Context: an optimization exercise on an open-source flow, tuned for small area. The choices shown serve that exercise and are no tape-out recipe.
The RTL was checked by simulation tests, not by an equivalence proof against the original design.
Power is estimated from default activity; no workload was simulated.

<file path="flow/flow/run.sh">
#!/bin/bash
# The standard layout (standard.sh) with these changes, made through the
# ORFS variables it reads: the port buffers are the smallest buffer cell
# (buf_1); before global placement the drivers of nets with many loads get
# a stronger cell of the same function, and in global placement and the
# resize step the resizer buffers nets with buf_1 and buf_2 only
# (flow/place.tcl, flow/smallbuf.tcl); clock tree synthesis uses clusters of
# up to 30 sinks and adds no dummy loads. The full make output goes to
# standard.log; ORFS writes each step's log under orfs/logs/.
set -euo pipefail
export BUFFER_PORTS_ARGS="-buffer_cell sky130_fd_sc_hd__buf_1"
export PRE_GLOBAL_PLACE_TCL="$PWD/flow/place.tcl"
export PRE_RESIZE_TCL="$PWD/flow/smallbuf.tcl"
export CTS_ARGS="-sink_clustering_enable -repair_clock_nets -dont_use_dummy_load -buf_list sky130_fd_sc_hd__clkbuf_16 -sink_clustering_size 30 -sink_clustering_max_diameter 80"
bash standard.sh > standard.log 2>&1
</file>
<file path="flow/constraint.sdc">
create_clock -name core_clock -period 16.0 [get_ports {clk}]
set_input_delay 3.2000 -clock core_clock [delete_from_list [all_inputs] [get_ports {clk}]]
set_output_delay 3.2000 -clock core_clock [all_outputs]
set_load 0.01 [all_outputs]
</file>
<file path="flow/flow/place.tcl">
source [file join [file dirname [info script]] smallbuf.tcl]
source [file join [file dirname [info script]] cells.tcl]
proc my_upsize_drivers {} {
  set wire_per_load 2.0
  set headroom 1.3
  set buf_area 7.5072
  set db [ord::get_db]
  set n 0
  set gain 0.0
  foreach net [[ord::get_db_block] getNets] {
    if {[$net getSigType] ne "SIGNAL"} continue
    set drv ""
    set loads 0
    set cap 0.0
    foreach it [$net getITerms] {
      if {[$it isOutputSignal]} { set drv $it; continue }
      if {![$it isInputSignal]} continue
      incr loads
      set lp [get_lib_pins -quiet */[[[$it getInst] getMaster] getName]/[[$it getMTerm] getName]]
      if {$lp ne ""} { set cap [expr {$cap + [get_property $lp capacitance]}] }
    }
    if {$drv eq "" || $loads < 8} continue
    set inst [$drv getInst]
    if {![regexp {^sky130_fd_sc_hd__([a-z0-9]+)_([0-9]+)$} [[$inst getMaster] getName] -> base size]} continue
    set cur "${base}_$size"
    if {![dict exists $::my_cells $cur]} continue
    lassign [dict get $::my_cells $cur] a0 m0
    set need [expr {$headroom * ($cap + $loads * $wire_per_load * 1e-3)}]
    if {$m0 >= $need} continue
    set best ""
    foreach s {1 2 3 4 6 8 12 16} {
      set c "${base}_$s"
      if {![dict exists $::my_cells $c]} continue
      lassign [dict get $::my_cells $c] a m
      if {$m < $need || $a - $a0 >= $buf_area} continue
      if {$best eq "" || $a < $ba} { set best $c; set ba $a }
    }
    if {$best eq ""} continue
    set nm [$db findMaster "sky130_fd_sc_hd__$best"]
    if {$nm ne "NULL" && [$inst swapMaster $nm]} { incr n; set gain [expr {$gain + $ba - $a0}] }
  }
  puts "my_upsize_drivers: resized $n drivers, +[format %.1f $gain] um2"
}
my_upsize_drivers
</file>
<file path="flow/flow/cells.tcl">
# sky130_fd_sc_hd combinational cells: name {area_um2 max_capacitance_pF}
set ::my_cells [dict create \
  a2111o_1 {11.2608 0.1758} \
  a2111o_2 {12.5120 0.3241} \
  a2111o_4 {21.2704 0.5356} \
  a2111oi_0 {8.7584 0.0211} \
  a2111oi_1 {10.0096 0.0311} \
  a2111oi_2 {15.0144 0.0568} \
  a2111oi_4 {27.5264 0.1053} \
  a211o_1 {8.7584 0.1767} \
  a211o_2 {10.0096 0.3250} \
  a211o_4 {17.5168 0.5594} \
  a211oi_1 {7.5072 0.0476} \
  a211oi_2 {12.5120 0.0888} \
  a211oi_4 {20.0192 0.1419} \
  a21bo_1 {10.0096 0.1831} \
  a21bo_2 {10.0096 0.2884} \
  a21bo_4 {16.2656 0.4752} \
  a21boi_0 {7.5072 0.0485} \
  a21boi_1 {7.5072 0.0760} \
  a21boi_2 {11.2608 0.1291} \
  a21boi_4 {18.7680 0.2152} \
  a21o_1 {7.5072 0.1776} \
  a21o_2 {8.7584 0.3095} \
  a21o_4 {15.0144 0.5686} \
  a21oi_1 {5.0048 0.0742} \
  a21oi_2 {8.7584 0.1282} \
  a21oi_4 {16.2656 0.2216} \
  a221o_1 {10.0096 0.1584} \
  a221o_2 {11.2608 0.2994} \
  a221o_4 {21.2704 0.5374} \
  a221oi_1 {8.7584 0.0549} \
  a221oi_2 {15.0144 0.0961} \
  a221oi_4 {26.2752 0.1666} \
  a222oi_1 {10.0096 0.0659} \
  a22o_1 {8.7584 0.1593} \
  a22o_2 {10.0096 0.3012} \
  a22o_4 {17.5168 0.5566} \
  a22oi_1 {7.5072 0.0888} \
  a22oi_2 {12.5120 0.1703} \
  a22oi_4 {21.2704 0.2939} \
  a2bb2o_1 {10.0096 0.1584} \
  a2bb2o_2 {11.2608 0.3003} \
  a2bb2o_4 {20.0192 0.5026} \
  a2bb2oi_1 {8.7584 0.0696} \
  a2bb2oi_2 {15.0144 0.1300} \
  a2bb2oi_4 {26.2752 0.2261} \
  a311o_1 {10.0096 0.1428} \
  a311o_2 {11.2608 0.2985} \
  a311o_4 {20.0192 0.4532} \
  a311oi_1 {8.7584 0.0440} \
  a311oi_2 {15.0144 0.0842} \
  a311oi_4 {26.2752 0.1337} \
  a31o_1 {8.7584 0.1602} \
  a31o_2 {8.7584 0.2719} \
  a31o_4 {17.5168 0.4990} \
  a31oi_1 {6.2560 0.0659} \
  a31oi_2 {12.5120 0.1181} \
  a31oi_4 {21.2704 0.2115} \
  a32o_1 {10.0096 0.1511} \
  a32o_2 {11.2608 0.2646} \
  a32o_4 {21.2704 0.5365} \
  a32oi_1 {8.7584 0.0852} \
  a32oi_2 {16.2656 0.1557} \
  a32oi_4 {27.5264 0.2518} \
  a41o_1 {10.0096 0.1657} \
  a41o_2 {11.2608 0.3250} \
  a41o_4 {21.2704 0.5603} \
  a41oi_1 {8.7584 0.0659} \
  a41oi_2 {16.2656 0.1245} \
  a41oi_4 {27.5264 0.1941} \
  and2_0 {6.2560 0.1090} \
  and2_1 {6.2560 0.1584} \
  and2_2 {7.5072 0.3030} \
  and2_4 {8.7584 0.5393} \
  and2b_1 {7.5072 0.1694} \
  and2b_2 {8.7584 0.3104} \
  and2b_4 {10.0096 0.4688} \
  and3_1 {6.2560 0.1575} \
  and3_2 {7.5072 0.3095} \
  and3_4 {11.2608 0.5328} \
  and3b_1 {8.7584 0.1575} \
  and3b_2 {10.0096 0.3095} \
  and3b_4 {12.5120 0.4605} \
  and4_1 {8.7584 0.1611} \
  and4_2 {10.0096 0.3003} \
  and4_4 {11.2608 0.5319} \
  and4b_1 {10.0096 0.1557} \
  and4b_2 {11.2608 0.2976} \
  and4b_4 {13.7632 0.4633} \
  and4bb_1 {12.5120 0.1566} \
  and4bb_2 {12.5120 0.2701} \
  and4bb_4 {16.2656 0.4614} \
  buf_1 {3.7536 0.1300} \
  buf_12 {20.0192 5.0000} \
  buf_16 {27.5264 5.0000} \
  buf_2 {5.0048 0.3159} \
  buf_4 {7.5072 0.5612} \
  buf_6 {11.2608 0.7855} \
  buf_8 {15.0144 5.0000} \
  bufbuf_16 {32.5312 1.4942} \
  bufbuf_8 {18.7680 0.9412} \
  bufinv_16 {30.0288 1.5097} \
  bufinv_8 {17.5168 0.9421} \
  fa_1 {20.0192 0.1566} \
  fa_2 {22.5216 0.2930} \
  fa_4 {27.5264 0.5328} \
  fah_1 {33.7824 0.1630} \
  fahcin_1 {33.7824 0.0714} \
  fahcon_1 {33.7824 0.0687} \
  ha_1 {12.5120 0.1575} \
  ha_2 {15.0144 0.2957} \
  ha_4 {25.0240 0.5237} \
  inv_1 {3.7536 0.1813} \
  inv_12 {16.2656 1.4172} \
  inv_16 {20.0192 1.6818} \
  inv_2 {3.7536 0.3314} \
  inv_4 {6.2560 0.5631} \
  inv_6 {8.7584 0.7828} \
  inv_8 {11.2608 1.0355} \
  maj3_1 {10.0096 0.1557} \
  maj3_2 {11.2608 0.3049} \
  maj3_4 {13.7632 0.5347} \
  mux2_1 {11.2608 0.1730} \
  mux2_2 {11.2608 0.2976} \
  mux2_4 {15.0144 0.5365} \
  mux2_8 {26.2752 0.9311} \
  mux2i_1 {10.0096 0.0687} \
  mux2i_2 {13.7632 0.1080} \
  mux2i_4 {22.5216 0.1904} \
  mux4_1 {26.2752 0.1611} \
  mux4_2 {22.5216 0.3012} \
  mux4_4 {25.0240 0.5484} \
  nand2_1 {3.7536 0.1666} \
  nand2_2 {6.2560 0.2957} \
  nand2_4 {11.2608 0.5301} \
  nand2_8 {20.0192 0.9338} \
  nand2b_1 {6.2560 0.1502} \
  nand2b_2 {8.7584 0.2857} \
  nand2b_4 {13.7632 0.5219} \
  nand3_1 {5.0048 0.1465} \
  nand3_2 {10.0096 0.2600} \
  nand3_4 {17.5168 0.4697} \
  nand3b_1 {7.5072 0.1437} \
  nand3b_2 {11.2608 0.2637} \
  nand3b_4 {20.0192 0.4797} \
  nand4_1 {6.2560 0.1245} \
  nand4_2 {12.5120 0.2005} \
  nand4_4 {21.2704 0.3580} \
  nand4b_1 {8.7584 0.1245} \
  nand4b_2 {15.0144 0.2005} \
  nand4b_4 {23.7728 0.3644} \
  nand4bb_1 {11.2608 0.1236} \
  nand4bb_2 {16.2656 0.2005} \
  nand4bb_4 {27.5264 0.3562} \
  nor2_1 {3.7536 0.0861} \
  nor2_2 {6.2560 0.1419} \
  nor2_4 {11.2608 0.2518} \
  nor2_8 {20.0192 0.4331} \
  nor2b_1 {6.2560 0.0824} \
  nor2b_2 {8.7584 0.1428} \
  nor2b_4 {13.7632 0.2545} \
  nor3_1 {5.0048 0.0522} \
  nor3_2 {10.0096 0.0925} \
  nor3_4 {16.2656 0.1538} \
  nor3b_1 {7.5072 0.0494} \
  nor3b_2 {12.5120 0.0934} \
  nor3b_4 {18.7680 0.1465} \
  nor4_1 {6.2560 0.0366} \
  nor4_2 {12.5120 0.0641} \
  nor4_4 {21.2704 0.1126} \
  nor4b_1 {8.7584 0.0339} \
  nor4b_2 {15.0144 0.0650} \
  nor4b_4 {23.7728 0.1135} \
  nor4bb_1 {10.0096 0.0366} \
  nor4bb_2 {16.2656 0.0604} \
  nor4bb_4 {25.0240 0.1117} \
  o2111a_1 {11.2608 0.1611} \
  o2111a_2 {12.5120 0.2994} \
  o2111a_4 {20.0192 0.5512} \
  o2111ai_1 {8.7584 0.0714} \
  o2111ai_2 {15.0144 0.1291} \
  o2111ai_4 {26.2752 0.2152} \
  o211a_1 {10.0096 0.1831} \
  o211a_2 {10.0096 0.2683} \
  o211a_4 {17.5168 0.5090} \
  o211ai_1 {7.5072 0.0742} \
  o211ai_2 {12.5120 0.1337} \
  o211ai_4 {21.2704 0.2152} \
  o21a_1 {7.5072 0.1630} \
  o21a_2 {8.7584 0.2948} \
  o21a_4 {15.0144 0.5100} \
  o21ai_0 {5.0048 0.0504} \
  o21ai_1 {5.0048 0.0806} \
  o21ai_2 {8.7584 0.1392} \
  o21ai_4 {16.2656 0.2243} \
  o21ba_1 {10.0096 0.1566} \
  o21ba_2 {10.0096 0.2646} \
  o21ba_4 {16.2656 0.4523} \
  o21bai_1 {7.5072 0.0778} \
  o21bai_2 {11.2608 0.1401} \
  o21bai_4 {18.7680 0.2454} \
  o221a_1 {11.2608 0.1529} \
  o221a_2 {11.2608 0.2811} \
  o221a_4 {20.0192 0.4880} \
  o221ai_1 {8.7584 0.0705} \
  o221ai_2 {15.0144 0.1282} \
  o221ai_4 {26.2752 0.2161} \
  o22a_1 {8.7584 0.1621} \
  o22a_2 {10.0096 0.3049} \
  o22a_4 {17.5168 0.5301} \
  o22ai_1 {6.2560 0.0733} \
  o22ai_2 {12.5120 0.1373} \
  o22ai_4 {20.0192 0.2170} \
  o2bb2a_1 {10.0096 0.1566} \
  o2bb2a_2 {11.2608 0.2948} \
  o2bb2a_4 {20.0192 0.4971} \
  o2bb2ai_1 {8.7584 0.0760} \
  o2bb2ai_2 {15.0144 0.1346} \
  o2bb2ai_4 {27.5264 0.2463} \
  o311a_1 {10.0096 0.1557} \
  o311a_2 {11.2608 0.2939} \
  o311a_4 {21.2704 0.5393} \
  o311ai_0 {8.7584 0.0293} \
  o311ai_1 {8.7584 0.0458} \
  o311ai_2 {16.2656 0.0824} \
  o311ai_4 {26.2752 0.1428} \
  o31a_1 {8.7584 0.1492} \
  o31a_2 {10.0096 0.2857} \
  o31a_4 {17.5168 0.5447} \
  o31ai_1 {7.5072 0.0476} \
  o31ai_2 {12.5120 0.0806} \
  o31ai_4 {21.2704 0.1447} \
  o32a_1 {10.0096 0.1502} \
  o32a_2 {11.2608 0.3003} \
  o32a_4 {22.5216 0.5566} \
  o32ai_1 {8.7584 0.0467} \
  o32ai_2 {16.2656 0.0888} \
  o32ai_4 {27.5264 0.1538} \
  o41a_1 {11.2608 0.1474} \
  o41a_2 {12.5120 0.3058} \
  o41a_4 {21.2704 0.5447} \
  o41ai_1 {8.7584 0.0339} \
  o41ai_2 {16.2656 0.0623} \
  o41ai_4 {27.5264 0.1090} \
  or2_0 {6.2560 0.1007} \
  or2_1 {6.2560 0.1648} \
  or2_2 {6.2560 0.2994} \
  or2_4 {8.7584 0.5145} \
  or2b_1 {7.5072 0.1694} \
  or2b_2 {8.7584 0.3122} \
  or2b_4 {11.2608 0.5155} \
  or3_1 {6.2560 0.1676} \
  or3_2 {7.5072 0.3104} \
  or3_4 {11.2608 0.5319} \
  or3b_1 {8.7584 0.1676} \
  or3b_2 {8.7584 0.2692} \
  or3b_4 {11.2608 0.4697} \
  or4_1 {7.5072 0.1676} \
  or4_2 {8.7584 0.3104} \
  or4_4 {11.2608 0.5347} \
  or4b_1 {10.0096 0.1676} \
  or4b_2 {10.0096 0.2655} \
  or4b_4 {13.7632 0.5338} \
  or4bb_1 {11.2608 0.1676} \
  or4bb_2 {12.5120 0.3122} \
  or4bb_4 {15.0144 0.5328} \
  xnor2_1 {8.7584 0.0696} \
  xnor2_2 {16.2656 0.1218} \
  xnor2_4 {27.5264 0.2115} \
  xnor3_1 {22.5216 0.1547} \
  xnor3_2 {23.7728 0.3012} \
  xnor3_4 {26.2752 0.5548} \
  xor2_1 {8.7584 0.0769} \
  xor2_2 {16.2656 0.1300} \
  xor2_4 {27.5264 0.2197} \
  xor3_1 {23.7728 0.1511} \
  xor3_2 {25.0240 0.2857} \
  xor3_4 {27.5264 0.5063} \
]
</file>
<file path="flow/flow/smallbuf.tcl">
# Sourced before global placement and before the resize step: the resizer may
# buffer nets only with the small buffers (buf_1, buf_2).
set_dont_use {sky130_fd_sc_hd__buf_4 sky130_fd_sc_hd__buf_6 sky130_fd_sc_hd__buf_8 sky130_fd_sc_hd__buf_12 sky130_fd_sc_hd__buf_16 sky130_fd_sc_hd__clkbuf_4 sky130_fd_sc_hd__clkbuf_8 sky130_fd_sc_hd__clkbuf_16 sky130_fd_sc_hd__bufbuf_8 sky130_fd_sc_hd__bufbuf_16}
</file>
<file path="flow/config.mk">
export PLATFORM = sky130hd
export DESIGN_NAME = riscv_core
export DESIGN_NICKNAME = riscv_core
export VERILOG_FILES = /design/flow/design.v
export SDC_FILE = /design/flow/constraint.sdc
export NUM_CORES = 8
export LEC_CHECK = 0
export CAP_MARGIN = 0
export CORE_MARGIN = 2
export CORE_UTILIZATION = 55
export PLACE_DENSITY = 0.7
export SETUP_SLACK_MARGIN = 0.2
export SLEW_MARGIN = 0
export SYNTH_HIERARCHICAL = 1
</file>
<file path="flow/standard.sh">
#!/bin/bash
# synth_recipe.tcl (not shown) runs the flow's synth.tcl, then flattens the netlist and writes it again
# the make line also repeats each setting of config.mk as NAME=value (left out here)
make -C /OpenROAD-flow-scripts/flow DESIGN_CONFIG=/design/flow/config.mk WORK_HOME=/design/flow/orfs CLKGATE_MAP_FILE= SYNTH_SCRIPT=/design/flow/synth_recipe.tcl "${@:-finish}"
</file>
<file path="flow/design.v">
module mux2n(input logic a0, input logic a1, input logic s, output logic y);
assign y = ~(s ? a1 : a0);
endmodule
module alu(
    input  logic [31:0] a,
    input  logic [31:0] b,
    input  logic        sub,
    input  logic [2:0]  f3,
    input  logic        arith,     
    input  logic        c_sum, c_shl, c_shr, c_p, c_g, c_slt, c_sltu, c_ld, c_pc,
    input  logic [31:0] ld,        
    input  logic [31:0] pc4,       
    output logic [31:0] sum,
    output logic [31:0] res
);
logic [31:0] bx, p, g;
logic [32:0] c;
logic [7:0]  G, P;
assign bx = b ^ {32{sub}};
assign p = a ^ bx;
assign g = a & bx;
assign c[0] = sub;
for (genvar j = 0; j < 8; j++) begin : grp
    localparam int B = 4 * j;
    assign G[j] = g[B+3] | p[B+3] & (g[B+2] | p[B+2] & (g[B+1] | p[B+1] & g[B]));
    assign P[j] = p[B+3] & p[B+2] & p[B+1] & p[B];
    assign c[B+1] = g[B] | p[B] & c[B];
    assign c[B+2] = g[B+1] | p[B+1] & c[B+1];
    assign c[B+3] = g[B+2] | p[B+2] & c[B+2];
    assign c[B+4] = G[j] | P[j] & c[B];
end
assign sum = p ^ c[31:0];
logic slt, sltu;
assign sltu = !c[32];
assign slt  = (a[31] ^ b[31]) ? a[31] : sum[31];
logic left, fill;
assign left = !f3[2];
assign fill = arith && !left && a[31];
logic [31:0] d [0:5];
for (genvar k = 0; k < 32; k++) begin : rev
    mux2n m (.a0(a[k]), .a1(a[31 - k]), .s(left), .y(d[0][k]));
end
for (genvar j = 0; j < 5; j++) begin : st
    logic fp;
    assign fp = (j % 2 == 0) ? !fill : fill;    
    for (genvar k = 0; k < 32; k++) begin : b_
        if (k + (1 << j) < 32) begin : in_
            mux2n m (.a0(d[j][k]), .a1(d[j][k + (1 << j)]), .s(b[j]), .y(d[j+1][k]));
        end else begin : fl
            mux2n m (.a0(d[j][k]), .a1(fp), .s(b[j]), .y(d[j+1][k]));
        end
    end
end
logic [31:0] shr, shl;
assign shr = d[5];
always_comb for (int k = 0; k < 32; k++) shl[k] = shr[31 - k];
assign res = ({32{c_sum}} & sum) | ({32{c_shl}} & shl) | ({32{c_shr}} & shr) |
             ({32{c_p}} & p) | ({32{c_g}} & g) | ({32{c_ld}} & ld) | ({32{c_pc}} & pc4) |
             {31'd0, (c_slt && slt) || (c_sltu && sltu)};
endmodule
module rf_hold(
    input  logic q, w, wn, d,
    output logic y
);
assign y = (w & d) | (wn & q);
endmodule
module ao222n(
    input  logic a0, b0, a1, b1, a2, b2,
    output logic y
);
assign y = ~((a0 & b0) | (a1 & b1) | (a2 & b2));
endmodule
module ao22n(
    input  logic a0, b0, a1, b1,
    output logic y
);
assign y = ~((a0 & b0) | (a1 & b1));
endmodule
module nand4m(
    input  logic a, b, c, d,
    output logic y
);
assign y = ~(a & b & c & d);
endmodule
module nand3m(
    input  logic a, b, c,
    output logic y
);
assign y = ~(a & b & c);
endmodule
module nand2m(
    input  logic a, b,
    output logic y
);
assign y = ~(a & b);
endmodule
module or4m(
    input  logic a, b, c, d,
    output logic y
);
assign y = a | b | c | d;
endmodule
module or3m(
    input  logic a, b, c,
    output logic y
);
assign y = a | b | c;
endmodule
module rf_read_tree(
    input  logic [10:0] n,
    input  logic        e,
    output logic        y
);
logic t0, t1, t2;
nand4m m0 (.a(n[0]), .b(n[1]), .c(n[2]), .d(n[3]), .y(t0));
nand4m m1 (.a(n[4]), .b(n[5]), .c(n[6]), .d(n[7]), .y(t1));
nand3m m2 (.a(n[8]), .b(n[9]), .c(n[10]), .y(t2));
or4m   m3 (.a(t0), .b(t1), .c(t2), .d(e), .y(y));
endmodule
module rf_read_tree3(
    input  logic [10:0] n,
    output logic        y
);
logic t0, t1, t2;
nand4m m0 (.a(n[0]), .b(n[1]), .c(n[2]), .d(n[3]), .y(t0));
nand4m m1 (.a(n[4]), .b(n[5]), .c(n[6]), .d(n[7]), .y(t1));
nand3m m2 (.a(n[8]), .b(n[9]), .c(n[10]), .y(t2));
or3m   m3 (.a(t0), .b(t1), .c(t2), .y(y));
endmodule
module rf_read_bit_a(
    input  logic [31:0] d,
    input  logic [31:0] s,
    input  logic        e,
    output logic        y
);
logic [10:0] n;
for (genvar i = 0; i < 10; i++) begin : g
    ao222n m (.a0(d[3*i]), .b0(s[3*i]), .a1(d[3*i+1]), .b1(s[3*i+1]),
              .a2(d[3*i+2]), .b2(s[3*i+2]), .y(n[i]));
end
ao222n m10 (.a0(d[30]), .b0(s[30]), .a1(d[31]), .b1(s[31]), .a2(e), .b2(e), .y(n[10]));
rf_read_tree3 t (.n(n), .y(y));
endmodule
module rf_read_bit_b(
    input  logic [31:1] d,
    input  logic [31:1] s,
    input  logic        e,
    output logic        y
);
logic [10:0] n;
for (genvar i = 0; i < 10; i++) begin : g
    ao222n m (.a0(d[3*i+1]), .b0(s[3*i+1]), .a1(d[3*i+2]), .b1(s[3*i+2]),
              .a2(d[3*i+3]), .b2(s[3*i+3]), .y(n[i]));
end
nand2m m10 (.a(d[31]), .b(s[31]), .y(n[10]));
rf_read_tree t (.n(n), .e(e), .y(y));
endmodule
module pc_inc(
    input  logic [31:1] pc,
    output logic [31:1] pc4
);
logic [31:2] c;
assign c[2] = 1'b1;
for (genvar i = 2; i < 32; i++) begin : g
    assign pc4[i] = pc[i] ^ c[i];
    if (i < 31) begin : g_c
        assign c[i + 1] = pc[i] & c[i];
    end
end
assign pc4[1] = pc[1];
endmodule
module riscv_core(
    input  logic        clk,
    input  logic        reset,           
    output logic [31:0] imem_addr,
    input  logic [31:0] imem_rdata,
    output logic [31:0] dmem_addr,
    output logic        dmem_re,
    input  logic [31:0] dmem_rdata,
    output logic        dmem_we,
    output logic [31:0] dmem_wdata,
    output logic        wb_en,
    output logic [4:0]  wb_addr,
    output logic [31:0] wb_data
);
logic [31:0] ins;
assign ins = imem_rdata;
logic [2:0] f3;
logic [4:0] rs1, rs2, rd;
assign f3  = ins[14:12];
assign rs1 = ins[19:15];
assign rs2 = ins[24:20];
assign rd  = ins[11:7];
logic is_r, is_i, is_ld, is_st, is_jal;
assign is_r   = ins[6:0] == 7'b0110011;
assign is_i   = ins[6:0] == 7'b0010011;
assign is_ld  = ins[6:0] == 7'b0000011;
assign is_st  = ins[6:0] == 7'b0100011;
assign is_jal = ins[6:0] == 7'b1101111;
logic [31:1] pc, pc4;
logic [31:0] sum;
pc_inc inc (.pc(pc), .pc4(pc4));
always_ff @(posedge clk or posedge reset) begin
    if (reset) pc <= '0;
    else       pc <= is_jal ? sum[31:1] : pc4;
end
assign imem_addr = {pc, 1'b0};
logic [31:0] rf [1:31];
logic [31:1] vld;
logic [31:1] wsel;
logic [3:0] wlo;
logic [7:0] whi;
logic [31:1] wseln;
always_comb begin
    for (int i = 0; i < 4; i++) wlo[i] = rd[1:0] == i;
    for (int i = 0; i < 8; i++) whi[i] = wb_en && rd[4:2] == i;
    for (int i = 1; i < 32; i++) begin
        wsel[i]  = wlo[i % 4] && whi[i / 4];
        wseln[i] = !(wlo[i % 4] && whi[i / 4]);
    end
end
logic [31:0] rf_d [1:31];
for (genvar i = 1; i < 32; i++) begin : g_rf
    for (genvar k = 0; k < 32; k++) begin : g_bit
        rf_hold h (.q(rf[i][k]), .w(wsel[i]), .wn(wseln[i]), .d(wb_data[k]), .y(rf_d[i][k]));
    end
end
always_ff @(posedge clk) begin
    for (int i = 1; i < 32; i++) rf[i] <= rf_d[i];
end
always_ff @(posedge clk or posedge reset) begin
    if (reset) vld <= '0;
    else       vld <= vld | wsel;
end
logic [31:0] sa;
logic [31:1] sb, ua, ub;
always_comb begin
    sa[0] = ins[2];
    for (int i = 1; i < 32; i++) begin
        sa[i] = !ins[2] && rs1 == i && vld[i];
        ua[i] = !ins[2] && rs1 == i && !vld[i];
        sb[i] = rs2 == i && vld[i];
        ub[i] = rs2 == i && !vld[i];
    end
end
logic [31:0] ea, eb;
assign ea = {{27{ua[5]}}, ua[4] | ua[5] | ua[7], 1'b0, ua[2] | ua[7], ua[1] | ua[2], ua[2]};
assign eb = {{27{ub[5]}}, ub[4] | ub[5] | ub[7], 1'b0, ub[2] | ub[7], ub[1] | ub[2], ub[2]};
logic [31:0] ra, rb;
for (genvar k = 0; k < 32; k++) begin : g_rd
    logic [31:1] col;
    for (genvar j = 1; j < 32; j++) begin : g_col
        assign col[j] = rf[j][k];
    end
    rf_read_bit_a rda (.d({col, imem_addr[k]}), .s(sa), .e(ea[k]), .y(ra[k]));
    rf_read_bit_b rdb (.d(col), .s(sb), .e(eb[k]), .y(rb[k]));
end
logic [31:0] opb;
assign opb = ins[2]            ? {{12{ins[31]}}, ins[19:12], ins[20], ins[30:21], 1'b0} :
             !ins[5]           ? {{20{ins[31]}}, ins[31:20]} :
             ins[4]            ? rb :
                                 {{20{ins[31]}}, ins[31:25], ins[11:7]};
logic sub;
assign sub = ins[4] && ((f3 == 3'b000 && ins[30] && ins[5]) || f3[2:1] == 2'b01);
logic c_sum, c_shl, c_shr, c_p, c_g, c_slt, c_sltu, c_ld, c_pc;
assign c_sum  = ins[4] && f3 == 3'b000;
assign c_shl  = ins[4] && f3 == 3'b001;
assign c_slt  = ins[4] && f3 == 3'b010;
assign c_sltu = ins[4] && f3 == 3'b011;
assign c_shr  = ins[4] && f3 == 3'b101;
assign c_p    = ins[4] && (f3 == 3'b100 || f3 == 3'b110);
assign c_g    = ins[4] && (f3 == 3'b110 || f3 == 3'b111);
assign c_ld   = !ins[4] && !ins[2];
assign c_pc   = !ins[4] && ins[2];
logic [31:0] ld;
alu alu_i (.a(ra), .b(opb), .sub(sub), .f3(f3), .arith(ins[30]),
           .c_sum(c_sum), .c_shl(c_shl), .c_shr(c_shr), .c_p(c_p), .c_g(c_g),
           .c_slt(c_slt), .c_sltu(c_sltu), .c_ld(c_ld), .c_pc(c_pc),
           .ld(ld), .pc4({pc4, 1'b0}), .sum(sum), .res(wb_data));
assign dmem_addr  = sum;
assign dmem_re    = is_ld;
assign dmem_we    = is_st && (sum != 32'd0) && !f3[2] && !(f3[1] && f3[0]);
assign dmem_wdata = {rb[31:16] & {16{f3[1]}}, rb[15:8] & {8{f3[1] | f3[0]}}, rb[7:0]};
logic        ld_sign;
assign ld_sign = !f3[2] && (f3[0] ? dmem_rdata[15] : dmem_rdata[7]);
assign ld = f3[1] ? dmem_rdata :
            f3[0] ? {{16{ld_sign}}, dmem_rdata[15:0]} :
                    {{24{ld_sign}}, dmem_rdata[7:0]};
assign wb_addr = rd;
assign wb_en   = (rd != 5'd0) &&
                 (is_r || is_i || is_jal ||
                  (is_ld && !(f3[1] && f3[0]) && !(f3[2] && f3[1])));
endmodule
</file>
==> report_table.html, run 1 <==
<table>
<tr><th>Metric</th><th>Value</th></tr>
<tr><th colspan="2">Status</th></tr>
<tr><td>Status</td><td>no timing/DRC/antenna violations</td></tr>
<tr><th colspan="2">Setup path</th></tr>
<tr><td>CP required</td><td>12.80 ns</td></tr>
<tr><td>Path type of the worst setup path</td><td>in2out</td></tr>
<tr><td>Crit path arrival time</td><td>11.66 ns</td></tr>
<tr><td>List of cells traversed by the critical path</td><td>buf_1, nor2b_1, and3_2, a222oi_1, nand4_1, or4_1, mux2i_1, a211oi_4, xor2_1, ha_1, a211oi_2, o21a_1, inv_1, a211oi_2, a211oi_2, a21bo_2, fa_1, fa_1, fa_1, nor4_1, nand4_1, nor2_1, nor4b_1, buf_1</td></tr>
<tr><td>Number of buffers and inverters on the critical path</td><td>3</td></tr>
<tr><td>Largest fanout of any net on the critical path</td><td>26</td></tr>
<tr><td>Crit path max-delay family</td><td>simple AND/OR/NAND/NOR gates</td></tr>
<tr><td>Slowest cell on crit path</td><td>sky130_fd_sc_hd__and3_2</td></tr>
<tr><td>Slowest cell delay on critical path</td><td>0.92 ns</td></tr>
<tr><td>Crit start category</td><td>primary input</td></tr>
<tr><td>Crit end category</td><td>output port</td></tr>
<tr><th colspan="2">Routing</th></tr>
<tr><td>Violation count after the first detailed-routing iteration</td><td>12300</td></tr>
<tr><td>Number of search-and-repair iterations in the first detailed-routing pass</td><td>28</td></tr>
<tr><td>Via-per-instance ratio</td><td>8.77</td></tr>
<tr><td>Routed length per placed instance</td><td>42.2 um</td></tr>
<tr><td>Final Routed Wirelength</td><td>231 mm</td></tr>
<tr><td>Drt drc</td><td>0</td></tr>
<tr><td>Routed Antenna Nets</td><td>0</td></tr>
<tr><td>Total vias in the final route</td><td>48000</td></tr>
<tr><th colspan="2">Floorplan</th></tr>
<tr><td>Initial core utilization</td><td>55.7%</td></tr>
<tr><td>X dimension of the die</td><td>295 um</td></tr>
<tr><td>Standard-cell rows</td><td>106</td></tr>
<tr><td>Die Y</td><td>295 um</td></tr>
<tr><td>Total core area</td><td>0.0838 mm2</td></tr>
<tr><td>Die Footprint</td><td>0.0872 mm2</td></tr>
<tr><td>I/O pin total</td><td>202</td></tr>
<tr><th colspan="2">STA</th></tr>
<tr><td>Final critical-path required period</td><td>14.86 ns</td></tr>
<tr><td>Clk_skew</td><td>0.0855 ns</td></tr>
<tr><td>Total setup violations reported at the end of the flow</td><td>0</td></tr>
<tr><td>Final period utilization</td><td>92.9%</td></tr>
<tr><td>Tightest Pin Transition</td><td>1.38 ns</td></tr>
<tr><td>Maximum clock frequency</td><td>0.0673 GHz</td></tr>
<tr><td>Hold Fails Final Rpt</td><td>0</td></tr>
<tr><td>Unrepaired setup endpoints after global routing</td><td>false</td></tr>
<tr><td>Worst-case headroom to the max-slew limit</td><td>8.30%</td></tr>
<tr><td>Final-report max-slew violation count</td><td>0</td></tr>
<tr><td>Total Neg Setup Slack</td><td>0 ns</td></tr>
<tr><th colspan="2">Yosys</th></tr>
<tr><td>Count of mapped cells out of synthesis</td><td>4055</td></tr>
<tr><td>Most area-consuming cells after synthesis</td><td>sky130_fd_sc_hd__dfxtp_1 43%, sky130_fd_sc_hd__a22o_1 19%, sky130_fd_sc_hd__a222oi_1 15%</td></tr>
<tr><td>Total number of yosys warnings</td><td>12</td></tr>
<tr><td>Leading cell types by count after synthesis</td><td>992 x sky130_fd_sc_hd__a22o_1, 992 x sky130_fd_sc_hd__dfxtp_1, 695 x sky130_fd_sc_hd__a222oi_1</td></tr>
<tr><td>Number of enable-type register cells in the synthesized netlist</td><td>0</td></tr>
<tr><td>Synthesized cell area</td><td>0.0467 mm2</td></tr>
<tr><td>Register bit total from synthesis</td><td>1054</td></tr>
<tr><td>Post-synthesis async set-or-reset flop share</td><td>5.88%</td></tr>
<tr><td>Cell type with the largest total area after synthesis</td><td>sky130_fd_sc_hd__dfxtp_1</td></tr>
<tr><td>Per-instance average area after synthesis</td><td>11.5 um2</td></tr>
<tr><td>Most frequently used flop master after synthesis</td><td>sky130_fd_sc_hd__dfxtp_1</td></tr>
<tr><td>Share of the synthesized area in the top cell type</td><td>42.6%</td></tr>
<tr><td>Seq/Total Area, Yosys</td><td>45.9%</td></tr>
<tr><td>Number of distinct library cells after synthesis</td><td>57</td></tr>
<tr><th colspan="2">Clocking</th></tr>
<tr><td>Clock-pin slew of the registers on the worst-case setup and hold paths</td><td>0.05 ns</td></tr>
<tr><td>Skew-Pair Late Insertion Delay</td><td>0.67 ns</td></tr>
<tr><td>Buffers from clock root to sink, at most</td><td>3</td></tr>
<tr><td>Post-CTS Setup Bufs</td><td>0</td></tr>
<tr><td>Root buffer selected by CTS</td><td>sky130_fd_sc_hd__clkbuf_16</td></tr>
<tr><td>Cts-stage hold buffer count</td><td>0</td></tr>
<tr><td>CTS buffer count</td><td>49</td></tr>
<tr><td>Clock tree from TritonCTS</td><td>done</td></tr>
<tr><td>Number of H-tree levels</td><td>2</td></tr>
<tr><td>Number of clock sinks seen by CTS</td><td>1054</td></tr>
<tr><td>CTS resizes</td><td>0</td></tr>
<tr><th colspan="2">GRT</th></tr>
<tr><td>Overall overflow remaining after global route</td><td>0</td></tr>
<tr><td>Largest net degree at the start of global routing</td><td>50</td></tr>
<tr><td>Antenna violations before repair</td><td>24</td></tr>
<tr><td>Global-route wire length before repair</td><td>323 mm</td></tr>
<tr><td>Via count of the first global-routing pass</td><td>42900</td></tr>
<tr><td>Global router's overall resource usage</td><td>50.4%</td></tr>
<tr><th colspan="2">Layout</th></tr>
<tr><td>Final-layout fill cell count</td><td>7132</td></tr>
<tr><td>Ratio of cells with drive above 1 in the final layout</td><td>7.92%</td></tr>
<tr><td>Post-layout net count</td><td>4482</td></tr>
<tr><td>Area Overhead vs Synth</td><td>8.65%</td></tr>
<tr><td>Fin area</td><td>0.0507 mm2</td></tr>
<tr><th colspan="2">Pwr</th></tr>
<tr><td>Pwr Density</td><td>103 mW/mm2</td></tr>
<tr><td>Maximum resistive drop on vdd</td><td>0.0000936 V</td></tr>
<tr><td>Final Total Pwr</td><td>5.21 mW</td></tr>
<tr><td>P_leak</td><td>19.2 nW</td></tr>
<tr><th colspan="2">Run</th></tr>
<tr><td>Max-cap violation count</td><td>0</td></tr>
<tr><th colspan="2">Placement</th></tr>
<tr><td>RePlAce Congestion</td><td>1.10</td></tr>
<tr><td>PortBufs</td><td>200</td></tr>
<tr><td>Detailed placer's ending HPWL</td><td>160 mm</td></tr>
<tr><td>Post-DP Area</td><td>0.0494 mm2</td></tr>
<tr><th colspan="2">Hold path</th></tr>
<tr><td>Class of the tightest hold or removal check</td><td>reg2reg</td></tr>
</table>
==> flip-flops by register name (all words and copies together) (netlist names) <==
name,cells
pc,31
rf,992
vld,31
==> cell type report <==
type | instances | area, um2 | area share, %
inverters | 16 | 62.6 | 0.123
multi-input cells | 2888 | 25300 | 49.9
diodes | 13 | 32.5 | 0.0642
repair buffers | 324 | 1260 | 2.49
well taps | 1134 | 1420 | 2.80
clock buffers | 49 | 1230 | 2.42
flip-flops and latches | 1054 | 21400 | 42.2
==> final timing paths <==
check / start / to / slack [ns] / cells past startpoint
max: imem_rdata[20] / dmem_we / 1.14 / 24
min: rf[8][21]$_DFF_P_ / rf[8][21]$_DFF_P_ / 0.50 / 1
max reg2reg: vld[2]$_DFF_PP0_ / rf[26][0]$_DFF_P_ / 7.00 / 23
min reg2reg: rf[8][21]$_DFF_P_ / rf[8][21]$_DFF_P_ / 0.50 / 1
max in group asynchronous: reset / pc[21]$_DFF_PP0_ / 12.32 / 3
min in group asynchronous: reset / pc[1]$_DFF_PP0_ / 2.52 / 2
==> logic make-up after synthesis <==
logic type               Yosys count  share of synthesized area [%]
multiplexers                     237                           5.19
AND/OR/NAND/NOR                  634                           7.69
buffers and inverters            118                           1.20
adder cells (fa/ha/maj)           84                           2.62
XOR/XNOR                          42                          0.788
AO/OA/AOI/OAI                   1885                           36.6
other                              1                        0.00804
flip-flops                      1054                           45.9
==> report_power, final <==
group	internal, mW	switching (mW)	leakage [nW]
combinational	0.270	0.750	9.76
clock	0.549	0.858	0.604
sequential	2.69	0.0921	8.83
==> Yosys stat by module (local to each module, per instance), a selection <==
| module | cells | flip-flops and latches | times used |
|---|---|---|---|
| alu | 323 | 0 | 1 |
| ao222n | 1 | 0 | 672 |
| mux2n | 1 | 0 | 192 |
| nand2m | 1 | 0 | 32 |
| nand3m | 1 | 0 | 64 |
| nand4m | 1 | 0 | 128 |
| or3m | 1 | 0 | 32 |
| or4m | 1 | 0 | 32 |
| pc_inc | 31 | 0 | 1 |
| rf_hold | 1 | 0 | 992 |
| riscv_core | 1557 | 1054 | 1 |
==> cell usage in the layout (no fill, tap or decap), types with 9 or more instances in the layout <==
cell                        count
sky130_fd_sc_hd__clkbuf_16     49
sky130_fd_sc_hd__or4_1         32
sky130_fd_sc_hd__a21o_1        23
sky130_fd_sc_hd__fa_1          23
sky130_fd_sc_hd__nor2_1        10
sky130_fd_sc_hd__mux2_2        38
sky130_fd_sc_hd__inv_1         14
sky130_fd_sc_hd__nor4_1         9
sky130_fd_sc_hd__a222oi_1     695
sky130_fd_sc_hd__and2_1        28
sky130_fd_sc_hd__a31o_2        32
sky130_fd_sc_hd__xor2_1        42
sky130_fd_sc_hd__a21oi_1       18
sky130_fd_sc_hd__buf_2         34
sky130_fd_sc_hd__nand2_1      105
sky130_fd_sc_hd__or3_1         34
sky130_fd_sc_hd__and3_2        93
sky130_fd_sc_hd__dfxtp_1      992
sky130_fd_sc_hd__mux2i_1      199
sky130_fd_sc_hd__diode_2       13
sky130_fd_sc_hd__a31oi_1        9
sky130_fd_sc_hd__a22o_1       992
sky130_fd_sc_hd__nand3_1       68
sky130_fd_sc_hd__nand4_1      135
sky130_fd_sc_hd__nor2_2        10
sky130_fd_sc_hd__ha_1          60
sky130_fd_sc_hd__nand3_2       54
sky130_fd_sc_hd__o21ai_0       15
sky130_fd_sc_hd__a22oi_1       73
sky130_fd_sc_hd__buf_1        287
sky130_fd_sc_hd__dfrtp_1       62
==> metal layers <==
metal / global-route usage [%] / wire, um / part of all wire (%)
met4: 37.0 / 22800 / 9.9
met1: 65.3 / 81400 / 35
met2: 69.2 / 90300 / 39
met5: 0.554 / 186 / 0.081
met3: 17.3 / 36400 / 16
==> per-stage QoR <==
stage | setup WS, ns | utilization, % | std cells | hold slack, ns
3_3_place_gp | 1.70 | 59.0 | 5416 | 0.475
5_1_grt | 1.15 | 60.5 | 5471 | 0.520
3_5_place_dp | 1.64 | 59.0 | 5416 | 0.477
4_1_cts | 1.63 | 60.4 | 5465 | 0.494
2_1_floorplan | 0.227 | - | 4060 | 0.447
6_report | 1.14 | 60.5 | 5478 | 0.505
==> run 2, diff against run 1 <==
--- a/flow/design.v
+++ b/flow/design.v
@@ -1,5 +1,5 @@
-module mux2n(input logic a0, input logic a1, input logic s, output logic y);
-assign y = ~(s ? a1 : a0);
+module mux2n(input logic a0, input logic a1, input logic s, input logic sn, output logic y);
+assign y = ~((s | a0) & (sn | a1));
 endmodule
 module alu(
     input  logic [31:0] a,
@@ -38,16 +38,16 @@
 assign fill = arith && !left && a[31];
 logic [31:0] d [0:5];
 for (genvar k = 0; k < 32; k++) begin : rev
-    mux2n m (.a0(a[k]), .a1(a[31 - k]), .s(left), .y(d[0][k]));
+    mux2n m (.a0(a[k]), .a1(a[31 - k]), .s(left), .sn(!left), .y(d[0][k]));
 end
 for (genvar j = 0; j < 5; j++) begin : st
     logic fp;
     assign fp = (j % 2 == 0) ? !fill : fill;    
     for (genvar k = 0; k < 32; k++) begin : b_
         if (k + (1 << j) < 32) begin : in_
-            mux2n m (.a0(d[j][k]), .a1(d[j][k + (1 << j)]), .s(b[j]), .y(d[j+1][k]));
+            mux2n m (.a0(d[j][k]), .a1(d[j][k + (1 << j)]), .s(b[j]), .sn(!b[j]), .y(d[j+1][k]));
         end else begin : fl
-            mux2n m (.a0(d[j][k]), .a1(fp), .s(b[j]), .y(d[j+1][k]));
+            mux2n m (.a0(d[j][k]), .a1(fp), .s(b[j]), .sn(!b[j]), .y(d[j+1][k]));
         end
     end
 end
@@ -63,6 +63,12 @@
     output logic y
 );
 assign y = (w & d) | (wn & q);
+endmodule
+module mux2a(
+    input  logic a0, a1, s, sn,
+    output logic y
+);
+assign y = (s & a1) | (sn & a0);
 endmodule
 module ao222n(
     input  logic a0, b0, a1, b1, a2, b2,
@@ -200,9 +206,13 @@
 logic [31:1] pc, pc4;
 logic [31:0] sum;
 pc_inc inc (.pc(pc), .pc4(pc4));
+logic [31:1] pc_next;
+for (genvar i = 1; i < 32; i++) begin : g_pc
+    mux2a m (.a0(pc4[i]), .a1(sum[i]), .s(is_jal), .sn(!is_jal), .y(pc_next[i]));
+end
 always_ff @(posedge clk or posedge reset) begin
     if (reset) pc <= '0;
-    else       pc <= is_jal ? sum[31:1] : pc4;
+    else       pc <= pc_next;
 end
 assign imem_addr = {pc, 1'b0};
 logic [31:0] rf [1:31];
==> flow/config.mk (replaced) <==
export PLATFORM = sky130hd
export DESIGN_NAME = riscv_core
export DESIGN_NICKNAME = riscv_core
export VERILOG_FILES = /design/flow/design.v
export SDC_FILE = /design/flow/constraint.sdc
export NUM_CORES = 8
export LEC_CHECK = 0
export CAP_MARGIN = 20
export CORE_MARGIN = 2
export CORE_UTILIZATION = 55
export PLACE_DENSITY = 0.7
export SETUP_SLACK_MARGIN = 0.5
export SLEW_MARGIN = 20
export SYNTH_HIERARCHICAL = 1
==> run 2 against run 1 <==
Power fell by 0.31%. Worst hold slack got worse by 0.015 ns. Routed wire length up 5.1%. Largest cell class unchanged. Global-route usage up 3.5 points. Still clean on timing, DRC and antenna. Utilization fell by 0.090 points. Critical endpoint is now wb_data[0]. Synthesized area fell by 1.7%. Largest power group unchanged. First-iteration DRC count increased by 18%.
==> report_table.html, run 2 <==
<table>
<tr><th>Metric</th><th>Value</th></tr>
<tr><th colspan="2">Status</th></tr>
<tr><td>Status</td><td>no timing/DRC/antenna violations (unchanged)</td></tr>
<tr><th colspan="2">Setup path</th></tr>
<tr><td>Crit start category</td><td>primary input (unchanged)</td></tr>
<tr><td>Crit end category</td><td>output port (unchanged)</td></tr>
<tr><td>Crit path arrival time</td><td>12.23 ns (was 11.66 ns)</td></tr>
<tr><td>Path type of the worst setup path</td><td>in2out (unchanged)</td></tr>
<tr><td>Largest fanout of any net on the critical path</td><td>32 (was 26)</td></tr>
<tr><td>CP required</td><td>12.80 ns (about the same)</td></tr>
<tr><th colspan="2">Yosys</th></tr>
<tr><td>Per-instance average area after synthesis</td><td>11.3 um2 (was 11.5 um2)</td></tr>
<tr><td>Most area-consuming cells after synthesis</td><td>sky130_fd_sc_hd__dfxtp_1 43%, sky130_fd_sc_hd__a22o_1 20%, sky130_fd_sc_hd__a222oi_1 15% (was sky130_fd_sc_hd__dfxtp_1 43%, sky130_fd_sc_hd__a22o_1 19%, sky130_fd_sc_hd__a222oi_1 15%)</td></tr>
<tr><td>Leading cell types by count after synthesis</td><td>1023 x sky130_fd_sc_hd__a22o_1, 992 x sky130_fd_sc_hd__dfxtp_1, 695 x sky130_fd_sc_hd__a222oi_1 (was 992 x sky130_fd_sc_hd__a22o_1, 992 x sky130_fd_sc_hd__dfxtp_1, 695 x sky130_fd_sc_hd__a222oi_1)</td></tr>
<tr><td>Seq/Total Area, Yosys</td><td>46.7% (was 45.9%)</td></tr>
<tr><td>Synthesized cell area</td><td>0.0459 mm2 (was 0.0467 mm2)</td></tr>
<tr><td>Total number of yosys warnings</td><td>12 (unchanged)</td></tr>
<tr><td>Share of the synthesized area in the top cell type</td><td>43.3% (was 42.6%)</td></tr>
<tr><td>Most frequently used flop master after synthesis</td><td>sky130_fd_sc_hd__dfxtp_1 (unchanged)</td></tr>
<tr><td>Number of distinct library cells after synthesis</td><td>58 (was 57)</td></tr>
<tr><td>Number of enable-type register cells in the synthesized netlist</td><td>0 (unchanged)</td></tr>
<tr><td>Count of mapped cells out of synthesis</td><td>4057 (was 4055)</td></tr>
<tr><td>Most common cell in the netlist</td><td>sky130_fd_sc_hd__a22o_1</td></tr>
<tr><td>Cell type with the largest total area after synthesis</td><td>sky130_fd_sc_hd__dfxtp_1 (unchanged)</td></tr>
<tr><td>Register bit total from synthesis</td><td>1054 (unchanged)</td></tr>
<tr><td>Post-synthesis async set-or-reset flop share</td><td>5.88% (unchanged)</td></tr>
<tr><th colspan="2">GRT</th></tr>
<tr><td>Global router's overall resource usage</td><td>53.9% (was 50.4%)</td></tr>
<tr><td>Overall overflow remaining after global route</td><td>0 (unchanged)</td></tr>
<tr><td>Largest net degree at the start of global routing</td><td>46 (was 50)</td></tr>
<tr><td>Via count of the first global-routing pass</td><td>44300 (was 42900)</td></tr>
<tr><td>Antenna violations before repair</td><td>35 (was 24)</td></tr>
<tr><td>Global-route wire length before repair</td><td>339 mm (was 323 mm)</td></tr>
<tr><th colspan="2">Pwr</th></tr>
<tr><td>Combinational share of power</td><td>19.8% (was 19.6%)</td></tr>
<tr><td>Clock network fraction of total power</td><td>26.0% (was 27.0%)</td></tr>
<tr><td>Final Total Pwr</td><td>5.20 mW (was 5.21 mW)</td></tr>
<tr><td>NetSw</td><td>1.74 mW (was 1.70 mW)</td></tr>
<tr><td>Sequential share of power</td><td>54.2% (was 53.4%)</td></tr>
<tr><td>P_leak</td><td>18.5 nW (was 19.2 nW)</td></tr>
<tr><td>Cell Int Power</td><td>3.46 mW (was 3.51 mW)</td></tr>
<tr><td>Maximum resistive drop on vdd</td><td>0.000122 V (was 0.0000936 V)</td></tr>
<tr><td>Switching fraction of total power</td><td>33.4% (was 32.6%)</td></tr>
<tr><td>Pwr Density</td><td>105 mW/mm2 (was 103 mW/mm2)</td></tr>
<tr><th colspan="2">Layout</th></tr>
<tr><td>Leading cell types in the layout, fill and taps excluded</td><td>1023 x sky130_fd_sc_hd__a22o_1, 992 x sky130_fd_sc_hd__dfxtp_1, 695 x sky130_fd_sc_hd__a222oi_1 (was 992 x sky130_fd_sc_hd__a22o_1, 992 x sky130_fd_sc_hd__dfxtp_1, 695 x sky130_fd_sc_hd__a222oi_1)</td></tr>
<tr><td>Number of flip-flops in the largest register</td><td>992 (unchanged)</td></tr>
<tr><td>Ratio of cells with drive above 1 in the final layout</td><td>7.33% (was 7.92%)</td></tr>
<tr><td>Register with the most flip-flops</td><td>rf (unchanged)</td></tr>
<tr><td>Post-layout net count</td><td>4474 (was 4482)</td></tr>
<tr><td>Largest registers</td><td>rf x992, pc x31, vld x31 (unchanged)</td></tr>
<tr><td>Fin area</td><td>0.0497 mm2 (was 0.0507 mm2)</td></tr>
<tr><td>Final core area utilization</td><td>60.4% (was 60.5%)</td></tr>
<tr><td>Leading cell type in the layout, fill and taps excluded</td><td>sky130_fd_sc_hd__a22o_1</td></tr>
<tr><td>Area Overhead vs Synth</td><td>8.45% (was 8.65%)</td></tr>
<tr><th colspan="2">Floorplan</th></tr>
<tr><td>Standard-cell rows</td><td>105 (was 106)</td></tr>
<tr><td>Die Footprint</td><td>0.0857 mm2 (was 0.0872 mm2)</td></tr>
<tr><td>Total core area</td><td>0.0824 mm2 (was 0.0838 mm2)</td></tr>
<tr><td>X dimension of the die</td><td>293 um (was 295 um)</td></tr>
<tr><td>I/O pin total</td><td>202 (unchanged)</td></tr>
<tr><td>Initial core utilization</td><td>55.7% (about the same)</td></tr>
<tr><td>Die Y</td><td>293 um (was 295 um)</td></tr>
<tr><th colspan="2">Clocking</th></tr>
<tr><td>Root buffer selected by CTS</td><td>sky130_fd_sc_hd__clkbuf_16 (unchanged)</td></tr>
<tr><td>Buffers from clock root to sink, at most</td><td>3 (unchanged)</td></tr>
<tr><td>Post-CTS Setup Bufs</td><td>0 (unchanged)</td></tr>
<tr><td>Clock-pin slew of the registers on the worst-case setup and hold paths</td><td>0.07 ns (was 0.05 ns)</td></tr>
<tr><td>Clock tree from TritonCTS</td><td>done (unchanged)</td></tr>
<tr><td>Number of clock sinks seen by CTS</td><td>1054 (unchanged)</td></tr>
<tr><td>CTS buffer count</td><td>45 (was 49)</td></tr>
<tr><td>Number of H-tree levels</td><td>2 (unchanged)</td></tr>
<tr><td>Cts-stage hold buffer count</td><td>0 (unchanged)</td></tr>
<tr><td>CTS resizes</td><td>0 (unchanged)</td></tr>
<tr><td>Skew-Pair Late Insertion Delay</td><td>0.67 ns (about the same)</td></tr>
<tr><th colspan="2">Routing</th></tr>
<tr><td>Drt drc</td><td>0 (unchanged)</td></tr>
<tr><td>Total vias in the final route</td><td>49600 (was 48000)</td></tr>
<tr><td>Final Routed Wirelength</td><td>243 mm (was 231 mm)</td></tr>
<tr><td>Violation count after the first detailed-routing iteration</td><td>14500 (was 12300)</td></tr>
<tr><td>Routed length per placed instance</td><td>44.9 um (was 42.2 um)</td></tr>
<tr><td>Routed Antenna Nets</td><td>0 (unchanged)</td></tr>
<tr><td>Number of search-and-repair iterations in the first detailed-routing pass</td><td>22 (was 28)</td></tr>
<tr><td>Via-per-instance ratio</td><td>9.16 (was 8.77)</td></tr>
<tr><th colspan="2">Placement</th></tr>
<tr><td>Detailed placer's ending HPWL</td><td>163 mm (was 160 mm)</td></tr>
<tr><td>PortBufs</td><td>200 (unchanged)</td></tr>
<tr><td>RePlAce Congestion</td><td>1.11 (was 1.10)</td></tr>
<tr><td>Post-DP Area</td><td>0.0485 mm2 (was 0.0494 mm2)</td></tr>
<tr><th colspan="2">STA</th></tr>
<tr><td>Total Neg Setup Slack</td><td>0 ns (unchanged)</td></tr>
<tr><td>Maximum clock frequency</td><td>0.0648 GHz (was 0.0673 GHz)</td></tr>
<tr><td>Unrepaired setup endpoints after global routing</td><td>false (unchanged)</td></tr>
<tr><td>Worst-case headroom to the max-slew limit</td><td>19.3% (was 8.30%)</td></tr>
<tr><td>Hold Fails Final Rpt</td><td>0 (unchanged)</td></tr>
<tr><td>Clk_skew</td><td>0.0874 ns (was 0.0855 ns)</td></tr>
<tr><td>Tightest Pin Transition</td><td>1.19 ns (was 1.38 ns)</td></tr>
<tr><td>Final critical-path required period</td><td>15.43 ns (was 14.86 ns)</td></tr>
<tr><td>Final-report max-slew violation count</td><td>0 (unchanged)</td></tr>
<tr><td>WHS</td><td>0.490 ns (was 0.505 ns)</td></tr>
<tr><td>Total setup violations reported at the end of the flow</td><td>0 (unchanged)</td></tr>
<tr><td>Final period utilization</td><td>96.5% (was 92.9%)</td></tr>
<tr><th colspan="2">Hold path</th></tr>
<tr><td>Class of the tightest hold or removal check</td><td>reg2reg (unchanged)</td></tr>
<tr><th colspan="2">Run</th></tr>
<tr><td>Max-cap violation count</td><td>0 (unchanged)</td></tr>
</table>
## run 2: changes by cell type after synthesis, moves of 3 or more
cell                      change
sky130_fd_sc_hd__a22o_1      +31
sky130_fd_sc_hd__buf_2        +3
sky130_fd_sc_hd__mux2i_1    -192
sky130_fd_sc_hd__inv_1        +5
sky130_fd_sc_hd__mux2_2      -31
sky130_fd_sc_hd__o22ai_1    +192
## run 2: worst paths after layout
| check | startpoint | slack [ns] | depth (start not counted) | to |
|---|---|---|---|---|
| setup / recovery | imem_rdata[20] | 0.57 | 24 | wb_data[0] |
| hold / removal | vld[8]$_DFF_PP0_ | 0.49 | 1 | vld[8]$_DFF_PP0_ |
| setup reg to reg | vld[4]$_DFF_PP0_ | 6.80 | 24 | rf[16][0]$_DFF_P_ |
| hold reg to reg | vld[8]$_DFF_PP0_ | 0.49 | 1 | vld[8]$_DFF_PP0_ |
| max in group asynchronous | reset | 12.28 | 3 | vld[15]$_DFF_PP0_ |
| min in group asynchronous | reset | 2.60 | 2 | pc[18]$_DFF_PP0_ |
## run 2: power groups by stage
stage	sequential, mW	combinational [mW]	clock, mW
after CTS	2.80	0.946	1.33
after detailed placement	2.86	0.944	0
final	2.82	1.03	1.35
after global placement	2.86	0.947	0
after global routing	2.81	1.02	1.42
after floorplan	2.81	0.493	0
## run 2: cells by family (layout without fill, tap and decap cells)
| family | count (synthesis) | in the layout | share of synthesized area (%) |
|---|---|---|---|
| muxes | 14 | 14 | 0.325 |
| AOI/OAI and AO/OA | 2108 | 2108 | 40.5 |
| buffers and inverters | 120 | 381 | 1.21 |
| DFF | 1054 | 1054 | 46.7 |
| other | 1 | 27 | 0.00818 |
| xor gates and xnor gates | 42 | 42 | 0.802 |
| adders and majority gates | 84 | 84 | 2.67 |
| and+or+nand+nor | 634 | 634 | 7.84 |
## run 2: Yosys stat by module, one instance, submodules excluded, excerpt
module      area [um2]  copies in the design  cells inside
alu               2730                     1           328
ao222n            10.0                   672             1
mux2a             8.76                    31             1
mux2n             6.26                   192             1
nand2m            3.75                    32             1
nand3m            5.00                    64             1
nand4m            6.26                   128             1
or3m              6.26                    32             1
or4m              7.51                    32             1
pc_inc             370                     1            31
rf_hold           8.76                   992             1
riscv_core       24200                     1          1523
## run 2: metal layers
metal  routed length (um)  part of all wire (%)  GRT usage (%)
met2                91500                    38           72.0
met4                26100                    11           42.5
met3                43200                    18           21.8
met5                  398                  0.16           1.47
met1                81700                    34           68.3
## run 2: stage by stage
stage | instances | setup WS (ns)
after CTS | 5391 | 1.12
after detailed placement | 5346 | 1.14
after global routing | 5399 | 0.637
after floorplan | 4062 | 1.18
final | 5414 | 0.566
after global placement | 5344 | 1.22
## run 2: final cells by class
cell class              instances  area, um2
fillers                      6995      32600
well taps                    1070       1340
diodes                         21       52.6
repair buffers                315       1260
clock buffers                  45       1130
inverters                      21       81.3
flip-flops and latches       1054      21400
multi-input cells            2888      24500
## run 2: worst max-delay path, stage by stage
cell and delay (ns):
sky130_fd_sc_hd__buf_1 0.50, sky130_fd_sc_hd__nor2b_1 0.39, sky130_fd_sc_hd__and3_2 0.66, sky130_fd_sc_hd__a222oi_1 0.49, sky130_fd_sc_hd__nand4_1 0.46, sky130_fd_sc_hd__or4_1 0.85
sky130_fd_sc_hd__a311oi_1 0.46, sky130_fd_sc_hd__a21oi_1 0.10, sky130_fd_sc_hd__xor2_1 0.30, sky130_fd_sc_hd__ha_1 0.33, sky130_fd_sc_hd__a21oi_1 0.19, sky130_fd_sc_hd__o21ai_0 0.19
sky130_fd_sc_hd__a211oi_2 0.31, sky130_fd_sc_hd__a211oi_2 0.20, sky130_fd_sc_hd__a21bo_2 0.26, sky130_fd_sc_hd__fa_1 0.38, sky130_fd_sc_hd__fa_1 0.40, sky130_fd_sc_hd__fa_1 0.40
sky130_fd_sc_hd__xor2_1 0.38, sky130_fd_sc_hd__maj3_2 0.30, sky130_fd_sc_hd__a221o_1 0.17, sky130_fd_sc_hd__nor3_1 0.09, sky130_fd_sc_hd__a211oi_4 0.94, sky130_fd_sc_hd__buf_1 0.23

## port drivers added, routing unchanged
Ports are ideal in the flow. The routed layouts listed here were re-timed in OpenROAD.
Step 1 (the two cells are an assumption about what drives the block):
set clk [get_ports {clk}]
set_driving_cell -lib_cell sky130_fd_sc_hd__clkbuf_16 $clk
set_driving_cell -lib_cell sky130_fd_sc_hd__buf_2 [delete_from_list [all_inputs] $clk]
Step 2 also shifts input and output timing later by t, the mid clock arrival at the registers, as if the neighbouring blocks saw the same clock.
Slacks: no drivers / after step 1 / after step 2; pairs: no drivers / after step 1.
run | t, ns | setup slack, ns | clock arrival spread, ns
run 1 | 0.706 | 1.144 / 1.120 / 1.120 | 0.085 / 0.085
run 2 | 0.705 | 0.566 / 0.449 / 0.449 | 0.087 / 0.087
After both steps every run listed still meets setup and hold. For run 2, which loses most, drivers alone change the setup slack by -0.117 ns; drivers and shift together by -0.117 ns.
